Source: an optimization exercise on an open RTL-to-GDS flow (aim: small area). Production flows keep margins and buffers that such runs may drop. In this exercise RTL edits were held to simulation tests only and were not proved equivalent to the original.

willow:
// viterbi_decoder
module viterbi_decoder(
    input  logic       rst,
    input  logic       clk,
    input  logic       enable,
    input  logic [2:0] y1,
    input  logic [2:0] y2,
    output logic       decoded_bit
    );
Settings: LEC_CHECK=0, CAP_MARGIN=5, CORE_MARGIN=2, CORE_UTILIZATION=40, CTS_CLUSTER_DIAMETER=100, CTS_CLUSTER_SIZE=30, SLEW_MARGIN=5, SYNTH_HIERARCHICAL=1; clock period 4.5 ns.
run.sh (not shown) runs the stock make flow with config.mk's settings and CLKGATE_MAP_FILE= SYNTH_SCRIPT=/design/flow/synth_recipe.tcl, a recipe that flattens the netlist after the stock synthesis.
willow reached the end of the flow, and the finished layout is clean on the timing, DRC and antenna checks.
--- input diff willow..nickel ---
# willow
export LEC_CHECK = 0
export CAP_MARGIN = 5
export CORE_MARGIN = 2
export CORE_UTILIZATION = 40
export CTS_CLUSTER_DIAMETER = 100
export CTS_CLUSTER_SIZE = 30
export SLEW_MARGIN = 5
export SYNTH_HIERARCHICAL = 1
create_clock -name core_clock -period 4.5 [get_ports {clk}]
# nickel
export LEC_CHECK = 0
export CAP_MARGIN = 20
export CORE_MARGIN = 2
export CORE_UTILIZATION = 65
export CTS_CLUSTER_DIAMETER = 100
export CTS_CLUSTER_SIZE = 30
export SLEW_MARGIN = 20
export SYNTH_HIERARCHICAL = 1
create_clock -name core_clock -period 4.5 [get_ports {clk}]
Notes after the runs:
Comparing willow and nickel, clock distribution area overhead in the final layout is lower on nickel.
willow → nickel: global-route usage went up by 13 points, via count went up, count of filler cells inserted in the layout fell by about 50%.
nickel: maximum clock rate 1.4% above willow
[compare] base=willow new=nickel: part of the cycle the worst path needs went down 1.4 points.
## Diff of input files: pepper against nickel
# nickel
export LEC_CHECK = 0
export CAP_MARGIN = 20
export CORE_MARGIN = 2
export CORE_UTILIZATION = 65
export CTS_CLUSTER_DIAMETER = 100
export CTS_CLUSTER_SIZE = 30
export SLEW_MARGIN = 20
export SYNTH_HIERARCHICAL = 1
create_clock -name core_clock -period 4.5 [get_ports {clk}]
# pepper
export LEC_CHECK = 0
export CAP_MARGIN = 20
export CELL_PAD_IN_SITES_DETAIL_PLACEMENT = 1
export CORE_MARGIN = 2
export CORE_UTILIZATION = 40
export CTS_CLUSTER_DIAMETER = 100
export CTS_CLUSTER_SIZE = 30
export PLACE_DENSITY = 0.5
export SLEW_MARGIN = 20
export SYNTH_HIERARCHICAL = 1
create_clock -name core_clock -period 4.5 [get_ports {clk}]
## What came out
- Delta (pepper minus nickel): violation count after the first detailed-routing iteration fell 206; required time of the critical path about even.
[inputs] juniper vs pepper
# pepper
export LEC_CHECK = 0
export CAP_MARGIN = 20
export CELL_PAD_IN_SITES_DETAIL_PLACEMENT = 1
export CORE_MARGIN = 2
export CORE_UTILIZATION = 40
export CTS_CLUSTER_DIAMETER = 100
export CTS_CLUSTER_SIZE = 30
export PLACE_DENSITY = 0.5
export SLEW_MARGIN = 20
export SYNTH_HIERARCHICAL = 1
create_clock -name core_clock -period 4.5 [get_ports {clk}]
# juniper
export LEC_CHECK = 0
export CAP_MARGIN = 20
export CORE_MARGIN = 2
export CORE_UTILIZATION = 55
export CTS_CLUSTER_DIAMETER = 100
export CTS_CLUSTER_SIZE = 30
export SLEW_MARGIN = 20
export SYNTH_HIERARCHICAL = 1
create_clock -name core_clock -period 4.5 [get_ports {clk}]
--- outcome ---
- Going from pepper to juniper, aggregate routed wire length went down, cell count went down.
The following lists how yarrow was set up differently from juniper:
# juniper
export LEC_CHECK = 0
export CAP_MARGIN = 20
export CORE_MARGIN = 2
export CORE_UTILIZATION = 55
export CTS_CLUSTER_DIAMETER = 100
export CTS_CLUSTER_SIZE = 30
export SLEW_MARGIN = 20
export SYNTH_HIERARCHICAL = 1
create_clock -name core_clock -period 4.5 [get_ports {clk}]
# yarrow
export LEC_CHECK = 0
export CAP_MARGIN = 20
export CORE_MARGIN = 2
export CORE_UTILIZATION = 40
export CTS_CLUSTER_DIAMETER = 100
export CTS_CLUSTER_SIZE = 30
export SLEW_MARGIN = 20
export SYNTH_HIERARCHICAL = 1
create_clock -name core_clock -period 4.5 [get_ports {clk}]
- Die outline area in yarrow is about 36% above juniper.
- yarrow vs juniper: via-per-instance ratio down by a little under 10%
- The minimum clock period after layout number comes out higher for juniper vs yarrow.
- Re number of clock buffers inserted by TritonCTS: yarrow is 1 up on juniper.
- As far as synthesized cell count goes, yarrow and juniper are indistinguishable; the numbers are identical.
- Changes observed in yarrow relative to juniper: number of well-tap cells placed now larger; number of detailed-routing iterations run before antenna repair now smaller; maximum clock rate now larger.
- Compared with juniper, yarrow shows a number of fill cells in the layout that is 55% higher.

---

## run 1
Another version of the RTL of viterbi_decoder (not shown whole).
For scale: ~10 I/O pins, about 0.012 mm^2 of cells after synthesis.
==> flow/design.v (excerpt) <==
module viterbi_decoder(
    input  logic       rst,
    input  logic       clk,
    input  logic       enable,
    input  logic [2:0] y1,
    input  logic [2:0] y2,
    output logic       decoded_bit
    );
Settings: LEC_CHECK=0, CAP_MARGIN=20, CORE_MARGIN=2, CORE_UTILIZATION=40, SLEW_MARGIN=20, SYNTH_HIERARCHICAL=1; clock period 4.5 ns.
Both conditions hold for run 1: the flow ran to the end and the final layout passed the timing, DRC and antenna checks.
Modified inputs, run 2 compared to run 1
Settings: CTS_CLUSTER_SIZE now 30, previously not set; CTS_BUF_LIST now sky130_fd_sc_hd__clkbuf_4 sky130_fd_sc_hd__clkbuf_8, previously not set.
Findings:
Between run 1 and run 2, the flow reports count of clock-buffer cells in the layout increasing by more than half. The post-CTS resize count was comparable across run 1 and run 2.

---

run a:
Another version of the RTL of viterbi_decoder (not shown whole).
For scale: roughly 910 cells after synthesis.
Settings: LEC_CHECK=0, CAP_MARGIN=20, CORE_MARGIN=2, CORE_UTILIZATION=40, CTS_CLUSTER_DIAMETER=100, CTS_CLUSTER_SIZE=30, SLEW_MARGIN=20, SYNTH_HIERARCHICAL=1; clock period 4.5 ns.
Looking at the reports, run a completed the entire flow and the layout it produced met the timing, DRC and antenna checks.
Modified inputs, run b compared to run a
Settings: changing CORE_UTILIZATION from 40 to 55.
==> summary.txt <==
- The final layouts of run b and run a pass the timing, DRC and antenna checks.
- Run b vs run a — wire length of the first global-routing pass climbed by a few percent
- The routing layer with the top usage in global route comes out met2 in one run and met1 in the other, namely in run b and run a respectively.
- Summary of run b over run a: total of plain and repair buffers excluding clock buffers was more or less identical.

re-timing with driven ports:
In the flow no input, the clock included, has a driving cell. The finished layouts below were timed again as built, in two steps.
Step 1 (the two cells are an assumption about what drives the block):
set clk [get_ports {clk}]
set_driving_cell -lib_cell sky130_fd_sc_hd__clkbuf_16 $clk
set_driving_cell -lib_cell sky130_fd_sc_hd__buf_2 [delete_from_list [all_inputs] $clk]
Step 2 moves the port delays by t, midway between the first and last clock arrival at a register: inputs arrive t later, outputs are due t later. That takes back most of the time a late clock gives input paths.
Three values: no drivers, after step 1, after step 2; two values: the first two.
run | shift t [ns] | setup slack, ns | worst setup path at the end | latest minus earliest clock arrival (ns) | pins driven straight from the clock port
willow | 0.520 | 0.122 / 0.122 / 0.122 | register to register | 0.028 / 0.028 | 1
nickel | 0.509 | 0.183 / 0.183 / 0.183 | register to register | 0.026 / 0.026 | 1
pepper | 0.528 | 0.202 / 0.202 / 0.202 | register to register | 0.036 / 0.035 | 1
juniper | 0.512 | 0.109 / 0.109 / 0.109 | register to register | 0.022 / 0.021 | 1
yarrow | 0.520 | 0.122 / 0.122 / 0.122 | register to register | 0.028 / 0.028 | 1
run 1 | 0.569 | 0.115 / 0.098 / 0.115 | register to register | 0.013 / 0.013 | 1
run 2 | 0.579 | 0.104 / 0.104 / 0.104 | register to register | 0.019 / 0.019 | 1
run a | 0.522 | 0.170 / 0.170 / 0.170 | register to register | 0.021 / 0.021 | 1
run b | 0.514 | 0.203 / 0.203 / 0.203 | register to register | 0.020 / 0.021 | 1
After both steps setup and hold are still met in every run listed.
